This design comes from an exercise in tuning for small area, a short achievable clock period and few clock cycles on the open sky130 flow, not from production work. The RTL was checked by simulation tests, not by an equivalence proof against the original design.

==> v36 <==
// fsm
module fsm(
    input [15:0] dataIn,
    input R_I,
    input reset,
    input clk,
    output reg r_o,
    output reg [1:0] err,
    output [31:0] dataOut,
    output ready
    );
    localparam [3:0] W1 = 4'd0, W2 = 4'd1, W3 = 4'd2, W4 = 4'd3, MD = 4'd4,
                     S1 = 4'd5, S2 = 4'd6, NORM = 4'd7, ERRN = 4'd8, XL = 4'd9;
    reg [3:0]  state;
    reg        rdy;
    reg [31:0] reg_x;       
    reg [31:0] reg_n;
    reg [24:0] cnt;         
    reg        last;        
    reg [4:0]  it;
    reg [3:0]  oh;          
    reg        go_s1;       
    reg [3:0]  stopm2;
    reg [23:0] acs, acc_c;  
    reg [7:0]  a_ls, a_lc;  
    reg        q0r;         
    reg [7:0]  sqe;         
    reg [7:0]  sx_r;        
    reg        sqd;         
    reg [4:0]  sa;          
    reg [24:0] rem;         
    reg [23:0] quo;
    reg        asub;        
    reg        bmd;         
    reg [31:0] xb;          
    reg [1:0]  pf;          
    reg [7:0]  mx_e;        
    reg [7:0]  ad;          
    reg        e_gt, e_eq;  
    reg        ovr;         
    reg        amb;         
    reg        ovf;         
    reg        mx_s;
    reg        sub;
    wire take = rdy & R_I;
    wire        fr_err, fr_inf;
    wire [24:0] fr_inc;
    checkfr_fsm FR(.num_in({reg_n[31:16], dataIn}), .res(fr_err), .inf(), .inc());
    checkfr_fsm FC(.num_in(reg_n), .res(), .inf(fr_inf), .inc(fr_inc));
  ...
Settings: LEC_CHECK=0, ABC_AREA=1, CAP_MARGIN=20, CORE_MARGIN=2, CORE_UTILIZATION=40, SETUP_SLACK_MARGIN=5, SLEW_MARGIN=20; clock period 10.0 ns.
run.sh (not shown) runs the stock make flow with config.mk's settings and CLKGATE_MAP_FILE= SYNTH_SCRIPT=/design/flow/synth_recipe.tcl, a recipe that flattens the netlist after the stock synthesis.
==> v22: changes against v36 <==
--- a/flow/design.v
+++ b/flow/design.v
@@ -118,74 +118,72 @@
     input reset,
     input clk,
     output reg r_o,
     output reg [1:0] err,
     output [31:0] dataOut,
     output ready
     );
     localparam [3:0] W1 = 4'd0, W2 = 4'd1, W3 = 4'd2, W4 = 4'd3, MD = 4'd4,
-                     S1 = 4'd5, S2 = 4'd6, NORM = 4'd7, ERRN = 4'd8, XL = 4'd9;
+                     S1 = 4'd5, S2 = 4'd6, NORM = 4'd7, ERRN = 4'd8;
     reg [3:0]  state;
     reg        rdy;
     reg [31:0] reg_x;       
     reg [31:0] reg_n;
     reg [24:0] cnt;         
     reg        last;        
     reg [4:0]  it;
     reg [3:0]  oh;          
     reg        go_s1;       
     reg [3:0]  stopm2;
+    reg [7:0]  sx_r;        
     reg [23:0] acs, acc_c;  
     reg [7:0]  a_ls, a_lc;  
     reg        q0r;         
-    reg [7:0]  sqe;         
-    reg [7:0]  sx_r;        
     reg        sqd;         
     reg [4:0]  sa;          
     reg [24:0] rem;         
     reg [23:0] quo;
     reg        asub;        
     reg        bmd;         
-    reg [31:0] xb;          
-    reg [1:0]  pf;          
     reg [7:0]  mx_e;        
+    reg [7:0]  sqe;         
     reg [7:0]  ad;          
     reg        e_gt, e_eq;  
     reg        ovr;         
     reg        amb;         
     reg        ovf;         
     reg        mx_s;
     reg        sub;
     wire take = rdy & R_I;
     wire        fr_err, fr_inf;
     wire [24:0] fr_inc;
     checkfr_fsm FR(.num_in({reg_n[31:16], dataIn}), .res(fr_err), .inf(), .inc());
     checkfr_fsm FC(.num_in(reg_n), .res(), .inf(fr_inf), .inc(fr_inc));
     wire [24:0] tgt = {1'b1, reg_n[22:0], 1'b0};
     wire [23:0] xm = {1'b1, reg_x[22:0]};
-    wire [7:0]  sx = sx_r;
+    wire [7:0]  sx = oh[0] ? xm[7:0] : sx_r;
+    wire [7:0]  sx_nx = oh[1] ? xm[23:16] : xm[15:8];
     wire [23:0] acs_nx, acc_c_nx;
     wire [7:0]  ls_nx, lc_nx;
     wire [8:0]  alo  = {1'b0, a_ls} + {1'b0, a_lc};
     wire        l23  = alo[7];                          
-    pow2_fsm PW(.m(xm), .s(acs & {24{!oh[0]}}), .c(acc_c & {24{!oh[0]}}), .pc(alo[8] & !oh[0]), .sx(sx),
+    pow2_fsm PW(.m(xm), .s(acs), .c(acc_c), .pc(alo[8]), .sx(sx),
                 .s_nx(acs_nx), .c_nx(acc_c_nx), .ls(ls_nx), .lc(lc_nx));
     wire [23:0] sqsum = acs + acc_c + {23'd0, alo[8]};   
     wire [25:0] as_s;
-    sum_fsm SD(.a(bmd ? rem : {1'b0, acc_c}), .b({reg_x[23] | bmd, reg_x[22:0]}), .sub(asub), .s(as_s));
+    sum_fsm SD(.a(rem), .b({reg_x[23] | bmd, reg_x[22:0]}), .sub(asub), .s(as_s));
     wire [24:0] rem_nx;
     wire [1:0]  qb;
     del_fsm DL(.r(rem), .d(xm), .t2(as_s), .r_nx(rem_nx), .q(qb));
     wire [7:0]  xe   = reg_x[30:23];
     wire        f24  = xm >= 24'hB504F4;           
     wire [7:0]  sq_e = {xe[6:0], 1'b0} + 8'd129 + {7'd0, f24};
-    wire        amb_c = (xe == 8'd127 && !f24) || (xe == 8'd126 && f24);
-    wire        ovr_c = (xe >= 8'd192) || (xe == 8'd191 && f24) || (xe <= 8'd62) ||
-                        (xe == 8'd63 && !f24) || (xe == 8'd127 && f24);
+    wire        amb_c = (xe == sq_e);
+    wire        ovr_c = !amb_c && (xe[7] ? (xe > sq_e) : (xe < sq_e));
     wire [8:0]  dsq  = {1'b0, sqe} - {1'b0, mx_e};
     wire [8:0]  dqt  = {1'b0, mx_e} - {1'b0, sqe};
     wire [22:0] sq_m = acs[22:0];
     wire [30:0] sq   = {sqe, sq_m};
     wire [22:0] sqf_m = sqsum[23] ? sqsum[22:0] : {sqsum[21:0], l23};
     wire        over = xe[7] ? (reg_x[30:0] > sq) : (reg_x[30:0] < sq);
     wire [22:0] qt_m = q0r ? quo[22:0] : {quo[21:0], 1'b0};
     wire        al_agt;
@@ -198,221 +196,186 @@
     wire [3:0]  kmin  = 4'd5;
     wire        part  = e_gt && !e_eq && (ad < 8'd24);
     wire [3:0]  stop  = !part ? 4'd12 : (kdiv > kmin) ? kdiv : kmin;
     wire [4:0]  sa_q  = ad[4:0] + {stop, 1'b0} - 5'd24 - {4'd0, !q0r};
     wire [24:0] mant = as_s[24:0];
     wire [7:0]  e_up = mx_e + 8'd1;
     task automatic next_elem;
         begin
+            acs <= 24'd0;
+            acc_c <= 24'd0;
+            a_ls <= 8'd0;
+            a_lc <= 8'd0;
             quo <= 24'd0;
             rem <= {1'b0, 1'b1, reg_n[22:0]};
             it <= 5'd0;
             oh <= 4'b0001;
             go_s1 <= 1'b0;
             asub <= 1'b1;
             bmd <= 1'b1;
         end
     endtask
     reg [3:0] state_d;
     reg       rdy_d, r_o_d;
-    wire       busy = (state == MD) || (state == S1) || (state == S2) || (state == NORM);
-    wire       xbz  = (xb == 32'd0);
-    reg [1:0]  pf_d;
-    task automatic job_end;
-        begin
-            if (pf_d != 2'd0) begin
-                state_d = XL;
-                rdy_d = (pf == 2'd2) ? !xbz : (pf_d == 2'd1);
-            end else begin
-                state_d = W1;
-                rdy_d = 1'b1;
-            end
-        end
-    endtask
     always @(*) begin
         state_d = state;
         rdy_d = rdy;
-        pf_d = pf;
-        if (busy && take) begin
-            pf_d = pf + 2'd1;
-            if (pf == 2'd1) rdy_d = 1'b0;
-        end
             r_o_d = 1'b0;
             case (state)
                 W1: if (take) begin
                     state_d = W2;
                 end
                 W2: if (take) begin
                     if ({reg_x[31:16], dataIn} == 32'd0) begin
                         r_o_d = 1'b1;
                         state_d = W1;
                     end else
                         state_d = W3;
                 end
                 W3: if (take) begin
                     state_d = W4;
                 end
                 W4: if (take) begin
-                    rdy_d = !fr_err;
+                    rdy_d = 1'b0;
                     r_o_d = !fr_err;
                     state_d = fr_err ? ERRN : MD;
                 end
                 ERRN: begin
                     r_o_d = 1'b1;
                     rdy_d = 1'b1;
                     state_d = W1;
                 end
                 MD: begin
-                    if (oh[0] && ovr_c) begin
+                    if (oh[1] && ovr) begin
                         r_o_d = 1'b1;
-                        job_end;
+                        rdy_d = 1'b1;
+                        state_d = W1;
                     end else if (oh[3] && !amb && e_gt && (ad >= 8'd24)) begin
                         r_o_d = 1'b1;
                         if (last) begin
-                            job_end;
+                            rdy_d = 1'b1;
+                            state_d = W1;
                         end else begin
                             state_d = MD;
                         end
                     end else if (go_s1) begin
                         state_d = S1;
                     end
                 end
                 S1: begin
                     if (amb && ovf) begin
                         r_o_d = 1'b1;
-                        job_end;
+                        rdy_d = 1'b1;
+                        state_d = W1;
+                    end else if (amb && sqd) begin
+                        r_o_d = 1'b1;
+                        if (last) begin
+                            rdy_d = 1'b1;
+                            state_d = W1;
+                        end else begin
+                            state_d = MD;
+                        end
                     end else begin
                         state_d = S2;
                     end
                 end
                 S2: begin
                     if (mant[24] || mant[23]) begin
                         r_o_d = 1'b1;
                         if (last) begin
-                            job_end;
+                            rdy_d = 1'b1;
+                            state_d = W1;
                         end else begin
                             state_d = MD;
                         end
                     end else begin
                         state_d = NORM;
                     end
                 end
                 NORM: begin
                     if (reg_x[22] || it == 5'd22) begin
                         r_o_d = 1'b1;
                         if (last) begin
-                            job_end;
-                        end else begin
-                            state_d = MD;
-                        end
-                    end
-                end
-                XL: begin
-                    pf_d = 2'd0;
-                    if (pf == 2'd2) begin
-                        if (xbz) begin
-                            r_o_d = 1'b1;
                             rdy_d = 1'b1;
                             state_d = W1;
                         end else begin
-                            rdy_d = 1'b1;
-                            state_d = take ? W4 : W3;
+                            state_d = MD;
                         end
-                    end else begin
-                        rdy_d = 1'b1;
-                        if (take) begin
-                            if ({xb[31:16], dataIn} == 32'd0) begin
-                                r_o_d = 1'b1;
-                                state_d = W1;
-                            end else
-                                state_d = W3;
-                        end else
-                            state_d = W2;
                     end
                 end
                 default: begin
                     state_d = W1;
                     rdy_d = 1'b1;
                 end
             endcase
     end
     always @(posedge clk) begin
         if (reset) begin
             state <= W1;
             rdy <= 1'b1;
             r_o <= 1'b0;
-            pf <= 2'd0;
         end else begin
             state <= state_d;
             rdy <= rdy_d;
             r_o <= r_o_d;
-            pf <= pf_d;
         end
     end
     always @(posedge clk) begin
-            if (busy && take) begin
-                if (pf == 2'd0) xb[31:16] <= dataIn;
-                else xb[15:0] <= dataIn;
-            end
             case (state)
                 W1: begin
                     reg_x[31:16] <= dataIn;
                 end
                 W2: begin
                     reg_x[15:0] <= dataIn;
-                    sx_r <= dataIn[7:0];
                     err <= 2'b11;
                 end
                 W3: begin
                     reg_n[31:16] <= dataIn;
                 end
                 W4: begin
                     reg_n[15:0] <= dataIn;
                     err <= 2'b00;
                     cnt <= fr_inc;
                     last <= 1'b0;
+                    acs <= 24'd0;
+                    acc_c <= 24'd0;
+                    a_ls <= 8'd0;
+                    a_lc <= 8'd0;
                     quo <= 24'd0;
                     rem <= {1'b0, 1'b1, reg_n[22:16], dataIn};
                     it <= 5'd0;
                     oh <= 4'b0001;
             go_s1 <= 1'b0;
                     asub <= 1'b1;
                     bmd <= 1'b1;
                 end
                 ERRN: begin
                     err <= 2'b10;
                     reg_x <= 32'd0;
                 end
-                XL: begin
-                    reg_x[31:16] <= xb[31:16];
-                    reg_x[15:0] <= (pf == 2'd2) ? xb[15:0] : dataIn;
-                    sx_r <= (pf == 2'd2) ? xb[7:0] : dataIn[7:0];
-                    reg_n[31:16] <= dataIn;
-                    err <= 2'b11;
-                end
                 MD: begin
                     if (oh[0] | oh[1] | oh[2]) begin
                         acs <= acs_nx;
                         acc_c <= acc_c_nx;
                         a_ls <= ls_nx;
                         a_lc <= lc_nx;
                     end
                     rem <= rem_nx;
                     quo <= {quo[21:0], qb};
-                    sx_r <= oh[0] ? xm[15:8] : xm[23:16];
+                    sx_r <= sx_nx;
                     oh <= {oh[2:0], 1'b0};
                     go_s1 <= oh[3] ? (stop == 4'd5) : (!(oh[0] | oh[1] | oh[2]) && it[3:0] == stopm2);
                     it <= it + 5'd1;
                     ovf <= over;
                     begin
                         if (oh[0]) begin
                             cnt  <= cnt + fr_inc;
-                            amb  <= amb_c;
                             sqe  <= sq_e;
+                            amb  <= amb_c;
                             ovr  <= ovr_c;
                             mx_e <= reg_n[30:23] - xe + 8'd126;
                             sub  <= reg_n[31] ^ reg_x[31];
                         end
                         if (oh[1]) begin
                             q0r  <= quo[1];
                             mx_e <= mx_e + {7'd0, quo[1]};
                             last <= !fr_inf && (cnt == tgt);
@@ -425,49 +388,49 @@
                         end
                         if (oh[3]) begin
                             acs[22:0] <= sqf_m;
                             sqd    <= e_gt & (ad >= 8'd24);
                             stopm2 <= stop - 4'd2;
                             sa     <= part ? sa_q : (ad >= 8'd24) ? 5'd24 : ad[4:0];
                         end
                     end
-                    if (oh[0] && ovr_c) begin
+                    if (oh[1] && ovr) begin
                         err <= 2'b01;
                         reg_x <= 32'd0;
                     end else if (oh[3] && !amb && e_gt && (ad >= 8'd24)) begin
                         reg_x <= {1'b0, sqe, sqf_m};
-                        sx_r <= sqf_m[7:0];
                         next_elem;
                     end else if (go_s1) begin
                     end
                 end
                 S1: begin
                     if (amb && ovf) begin
                         err <= 2'b01;
                         reg_x <= 32'd0;
+                    end else if (amb && sqd) begin
+                        reg_x <= {1'b0, sq};
+                        next_elem;
                     end else begin
-                        acc_c <= {1'b1, al_m};
+                        rem <= {2'b01, al_m};
                         reg_x[23:0] <= al_sh;
                         mx_s <= al_agt ? 1'b0 : sub;
                         asub <= sub;
                         bmd <= 1'b0;
                     end
                 end
                 S2: begin
                     reg_x <= {mx_s, (mant[24] ? e_up : mx_e), (mant[24] ? mant[23:1] : mant[22:0])};
-                    sx_r <= mant[24] ? mant[8:1] : mant[7:0];
                     next_elem;
                     if (mant[24] || mant[23]) begin
                     end else begin
                     end
                 end
                 NORM: begin
                     reg_x[30:0] <= {reg_x[30:23] - 8'd1, reg_x[21:0], 1'b0};
-                    sx_r <= {reg_x[6:0], 1'b0};
                     it <= it + 5'd1;
                     if (reg_x[22] || it == 5'd22) begin
                         it <= 5'd0;
                     end
                 end
                 default: begin
                 end
             endcase
==> flow/config.mk (replaced) <==
export PLATFORM = sky130hd
export DESIGN_NAME = fsm
export DESIGN_NICKNAME = fsm
export VERILOG_FILES = /design/flow/design.v
export SDC_FILE = /design/flow/constraint.sdc
export NUM_CORES = 4
export LEC_CHECK = 0
export ABC_AREA = 1
export CAP_MARGIN = 20
export CORE_MARGIN = 2
export CORE_UTILIZATION = 60
export SETUP_SLACK_MARGIN = 5
export SLEW_MARGIN = 20
==> v29: changes against v36 <==
--- a/flow/design.v
+++ b/flow/design.v
@@ -73,48 +73,50 @@
     assign q = !n3 ? 2'd3 : !n2 ? 2'd2 : !n1 ? 2'd1 : 2'd0;
     wire [23:0] sel = !n3 ? t3[23:0] : !n2 ? {t2[22:0], 1'b0} : !n1 ? t1[23:0] : r2[23:0];
     assign r_nx = {sel, 1'b0};
 endmodule
 `timescale 1ns / 1ps
 module pow2_fsm(
     input  [23:0] m,
     input  [23:0] s, c,
-    input         pc,
+    input         cin,
     input  [7:0]  sx,
     output [23:0] s_nx, c_nx,
-    output [7:0]  ls, lc
+    output        cout,
+    output        l7
     );
     function [63:0] csa;    
         input [31:0] a, b, d;
         begin
             csa = {a ^ b ^ d, ((a & b) | (a & d) | (b & d)) << 1};
         end
     endfunction
     wire [31:0] p0 = sx[0] ? {8'd0, m}       : 32'd0;
     wire [31:0] p1 = sx[1] ? {7'd0, m, 1'b0} : 32'd0;
     wire [31:0] p2 = sx[2] ? {6'd0, m, 2'd0} : 32'd0;
     wire [31:0] p3 = sx[3] ? {5'd0, m, 3'd0} : 32'd0;
     wire [31:0] p4 = sx[4] ? {4'd0, m, 4'd0} : 32'd0;
     wire [31:0] p5 = sx[5] ? {3'd0, m, 5'd0} : 32'd0;
     wire [31:0] p6 = sx[6] ? {2'd0, m, 6'd0} : 32'd0;
     wire [31:0] p7 = sx[7] ? {1'd0, m, 7'd0} : 32'd0;
-    wire [31:0] p7c = p7 | {31'd0, pc};
+    wire [31:0] p1c = p1 | {31'd0, cin};
     wire [63:0] a1 = csa({8'd0, s}, {8'd0, c}, p0);
-    wire [63:0] b1 = csa(p1, p2, p3);
+    wire [63:0] b1 = csa(p1c, p2, p3);
     wire [63:0] c1 = csa(p4, p5, p6);
     wire [63:0] a2 = csa(a1[63:32], a1[31:0], b1[63:32]);
     wire [63:0] b2 = csa(b1[31:0], c1[63:32], c1[31:0]);
     wire [63:0] a3 = csa(a2[63:32], a2[31:0], b2[63:32]);
     wire [63:0] a4 = csa(a3[63:32], a3[31:0], b2[31:0]);
-    wire [63:0] a5 = csa(a4[63:32], a4[31:0], p7c);
+    wire [63:0] a5 = csa(a4[63:32], a4[31:0], p7);
+    wire [8:0] lo = {1'b0, a5[39:32]} + {1'b0, a5[7:0]};
+    assign cout = lo[8];
+    assign l7   = lo[7];
     assign s_nx = a5[63:40];
     assign c_nx = a5[31:8];
-    assign ls   = a5[39:32];
-    assign lc   = a5[7:0];
 endmodule
 `timescale 1ns / 1ps
 module fsm(
     input [15:0] dataIn,
     input R_I,
     input reset,
     input clk,
     output reg r_o,
@@ -130,20 +132,19 @@
     reg [31:0] reg_n;
     reg [24:0] cnt;         
     reg        last;        
     reg [4:0]  it;
     reg [3:0]  oh;          
     reg        go_s1;       
     reg [3:0]  stopm2;
     reg [23:0] acs, acc_c;  
-    reg [7:0]  a_ls, a_lc;  
+    reg        acin;        
+    reg        l23;         
     reg        q0r;         
-    reg [7:0]  sqe;         
-    reg [7:0]  sx_r;        
     reg        sqd;         
     reg [4:0]  sa;          
     reg [24:0] rem;         
     reg [23:0] quo;
     reg        asub;        
     reg        bmd;         
     reg [31:0] xb;          
     reg [1:0]  pf;          
@@ -157,32 +158,31 @@
     reg        sub;
     wire take = rdy & R_I;
     wire        fr_err, fr_inf;
     wire [24:0] fr_inc;
     checkfr_fsm FR(.num_in({reg_n[31:16], dataIn}), .res(fr_err), .inf(), .inc());
     checkfr_fsm FC(.num_in(reg_n), .res(), .inf(fr_inf), .inc(fr_inc));
     wire [24:0] tgt = {1'b1, reg_n[22:0], 1'b0};
     wire [23:0] xm = {1'b1, reg_x[22:0]};
-    wire [7:0]  sx = sx_r;
+    wire [7:0]  sx = ({8{oh[0]}} & xm[7:0]) | ({8{oh[1]}} & xm[15:8]) | ({8{oh[2]}} & xm[23:16]);
     wire [23:0] acs_nx, acc_c_nx;
-    wire [7:0]  ls_nx, lc_nx;
-    wire [8:0]  alo  = {1'b0, a_ls} + {1'b0, a_lc};
-    wire        l23  = alo[7];                          
-    pow2_fsm PW(.m(xm), .s(acs & {24{!oh[0]}}), .c(acc_c & {24{!oh[0]}}), .pc(alo[8] & !oh[0]), .sx(sx),
-                .s_nx(acs_nx), .c_nx(acc_c_nx), .ls(ls_nx), .lc(lc_nx));
-    wire [23:0] sqsum = acs + acc_c + {23'd0, alo[8]};   
+    wire        acin_nx, l7;
+    pow2_fsm PW(.m(xm), .s(acs & {24{!oh[0]}}), .c(acc_c & {24{!oh[0]}}), .cin(acin & !oh[0]), .sx(sx),
+                .s_nx(acs_nx), .c_nx(acc_c_nx), .cout(acin_nx), .l7(l7));
+    wire [23:0] sqsum = acs + acc_c + {23'd0, acin};     
     wire [25:0] as_s;
-    sum_fsm SD(.a(bmd ? rem : {1'b0, acc_c}), .b({reg_x[23] | bmd, reg_x[22:0]}), .sub(asub), .s(as_s));
+    sum_fsm SD(.a(rem), .b({reg_x[23] | bmd, reg_x[22:0]}), .sub(asub), .s(as_s));
     wire [24:0] rem_nx;
     wire [1:0]  qb;
     del_fsm DL(.r(rem), .d(xm), .t2(as_s), .r_nx(rem_nx), .q(qb));
     wire [7:0]  xe   = reg_x[30:23];
     wire        f24  = xm >= 24'hB504F4;           
     wire [7:0]  sq_e = {xe[6:0], 1'b0} + 8'd129 + {7'd0, f24};
+    wire [7:0]  sqe  = sq_e;
     wire        amb_c = (xe == 8'd127 && !f24) || (xe == 8'd126 && f24);
     wire        ovr_c = (xe >= 8'd192) || (xe == 8'd191 && f24) || (xe <= 8'd62) ||
                         (xe == 8'd63 && !f24) || (xe == 8'd127 && f24);
     wire [8:0]  dsq  = {1'b0, sqe} - {1'b0, mx_e};
     wire [8:0]  dqt  = {1'b0, mx_e} - {1'b0, sqe};
     wire [22:0] sq_m = acs[22:0];
     wire [30:0] sq   = {sqe, sq_m};
     wire [22:0] sqf_m = sqsum[23] ? sqsum[22:0] : {sqsum[21:0], l23};
@@ -354,17 +354,16 @@
                 else xb[15:0] <= dataIn;
             end
             case (state)
                 W1: begin
                     reg_x[31:16] <= dataIn;
                 end
                 W2: begin
                     reg_x[15:0] <= dataIn;
-                    sx_r <= dataIn[7:0];
                     err <= 2'b11;
                 end
                 W3: begin
                     reg_n[31:16] <= dataIn;
                 end
                 W4: begin
                     reg_n[15:0] <= dataIn;
                     err <= 2'b00;
@@ -380,49 +379,46 @@
                 end
                 ERRN: begin
                     err <= 2'b10;
                     reg_x <= 32'd0;
                 end
                 XL: begin
                     reg_x[31:16] <= xb[31:16];
                     reg_x[15:0] <= (pf == 2'd2) ? xb[15:0] : dataIn;
-                    sx_r <= (pf == 2'd2) ? xb[7:0] : dataIn[7:0];
                     reg_n[31:16] <= dataIn;
                     err <= 2'b11;
                 end
                 MD: begin
                     if (oh[0] | oh[1] | oh[2]) begin
                         acs <= acs_nx;
                         acc_c <= acc_c_nx;
-                        a_ls <= ls_nx;
-                        a_lc <= lc_nx;
+                        acin <= acin_nx;
                     end
                     rem <= rem_nx;
                     quo <= {quo[21:0], qb};
-                    sx_r <= oh[0] ? xm[15:8] : xm[23:16];
                     oh <= {oh[2:0], 1'b0};
                     go_s1 <= oh[3] ? (stop == 4'd5) : (!(oh[0] | oh[1] | oh[2]) && it[3:0] == stopm2);
                     it <= it + 5'd1;
                     ovf <= over;
                     begin
                         if (oh[0]) begin
                             cnt  <= cnt + fr_inc;
                             amb  <= amb_c;
-                            sqe  <= sq_e;
                             ovr  <= ovr_c;
                             mx_e <= reg_n[30:23] - xe + 8'd126;
                             sub  <= reg_n[31] ^ reg_x[31];
                         end
                         if (oh[1]) begin
                             q0r  <= quo[1];
                             mx_e <= mx_e + {7'd0, quo[1]};
                             last <= !fr_inf && (cnt == tgt);
                         end
                         if (oh[2]) begin
+                            l23  <= l7;
                             e_gt <= dqt[8];
                             e_eq <= (dsq == 9'd0);
                             ad   <= dsq[8] ? dqt[7:0] : dsq[7:0];
                             mx_e <= dsq[8] ? mx_e : sqe;
                         end
                         if (oh[3]) begin
                             acs[22:0] <= sqf_m;
                             sqd    <= e_gt & (ad >= 8'd24);
@@ -430,44 +426,41 @@
                             sa     <= part ? sa_q : (ad >= 8'd24) ? 5'd24 : ad[4:0];
                         end
                     end
                     if (oh[0] && ovr_c) begin
                         err <= 2'b01;
                         reg_x <= 32'd0;
                     end else if (oh[3] && !amb && e_gt && (ad >= 8'd24)) begin
                         reg_x <= {1'b0, sqe, sqf_m};
-                        sx_r <= sqf_m[7:0];
                         next_elem;
                     end else if (go_s1) begin
                     end
                 end
                 S1: begin
                     if (amb && ovf) begin
                         err <= 2'b01;
                         reg_x <= 32'd0;
                     end else begin
-                        acc_c <= {1'b1, al_m};
+                        rem <= {2'b01, al_m};
                         reg_x[23:0] <= al_sh;
                         mx_s <= al_agt ? 1'b0 : sub;
                         asub <= sub;
                         bmd <= 1'b0;
                     end
                 end
                 S2: begin
                     reg_x <= {mx_s, (mant[24] ? e_up : mx_e), (mant[24] ? mant[23:1] : mant[22:0])};
-                    sx_r <= mant[24] ? mant[8:1] : mant[7:0];
                     next_elem;
                     if (mant[24] || mant[23]) begin
                     end else begin
                     end
                 end
                 NORM: begin
                     reg_x[30:0] <= {reg_x[30:23] - 8'd1, reg_x[21:0], 1'b0};
-                    sx_r <= {reg_x[6:0], 1'b0};
                     it <= it + 5'd1;
                     if (reg_x[22] || it == 5'd22) begin
                         it <= 5'd0;
                     end
                 end
                 default: begin
                 end
             endcase
==> results.txt <==
v22 ran to the end with no violations. v29 went through all stages and came out clean. v36 passed the timing, design-rule and antenna checks.
Between v36 and v22, the lower sequential share of layout area is in v22 (gap 1.1 points).
Of v22 and v36, v22 has the higher first-iteration DRC count (gap about 24%, measured against v36).
The lowest sequential cell count belongs to v22, the highest to v36.
Clock-buffer cell count: v36 > v29 > v22.
The highest synthesized cell count belongs to v36, the lowest to v29.
Against v29, the worst hold slack of v36 is higher by 0.0047 ns.
The lowest clock skew belongs to v36, the highest to v22.
Core utilization: v36 < v29 < v22.
==> figures <==
item                                                                           v29        v36        v22
Run status                                                timing/DRC/antenna clean  timing/DRC/antenna clean  timing/DRC/antenna clean
Post-DP HPWL                                                             104000 um  114000 um  105000 um
Multi-input combinational area share                                         59.7%      59.0%      62.1%
FF-to-FF setup slack                                                       5.14 ns    5.16 ns    5.10 ns
Area taken by flip-flops and latches                                     8150 um^2  8900 um^2  8140 um^2
Required arrival time at the worst endpoint                               10.35 ns   10.36 ns   10.29 ns
Net count of the finished layout                                              5337       5510       5502
Net Sw Frac                                                                  39.8%      38.6%      38.5%
R2r startpoint                                                           reg_x[13]  reg_x[17]  reg_x[10]
Synthesized netlist cell count                                                4810       5032       5001
Met1 track demand over resource                                              42.7%      39.8%      57.3%
WL per Instance                                                            22.5 um    23.4 um    23.4 um
Worst hold margin                                                         0.529 ns   0.533 ns   0.514 ns
Library cell contributing the largest single delay on the critical path     nor2_1   edfxtp_1   edfxtp_1
Non-clock buffer instance count of the final layout                            145        108        111
Nonclk inv count                                                               789        884        769
Register fraction of the total cell area                                     21.6%      22.7%      21.6%
Setup WS pre-CTS                                                           4.24 ns    5.32 ns    4.63 ns
Testbench counts of v36, summed over its fixed seeds: cycles 9,115.
Testbench counts of v22, summed over its fixed seeds: cycles 9,959.
Testbench counts of v29, summed over its fixed seeds: cycles 9,115.

## port drivers added, routing unchanged
How much do the figures lean on ideal ports? The routed layouts below were timed once more, with nothing changed but the port constraints. Step 1 assumes that a clkbuf_16 drives the clock port and a buf_2 every other input. Step 2 adds t to the input delays and takes it off the output delays; t is the mean of the earliest and latest rising clock arrival at the registers after step 1. Input paths then give back, and output paths get back, about the clock's delay inside the block. a / b / c = no drivers / after step 1 / after step 2; a / b = the first two.
run | t, ns | setup WS [ns] | hold WS [ns]
v36 | 0.665 | 5.159 / 5.159 / 5.159 | 0.533 / 0.533 / 0.533
v22 | 0.639 | 5.097 / 5.097 / 5.097 | 0.514 / 0.514 / 0.514
v29 | 0.665 | 5.145 / 5.145 / 5.145 | 0.529 / 0.529 / 0.529
After both steps every run listed still meets setup and hold.
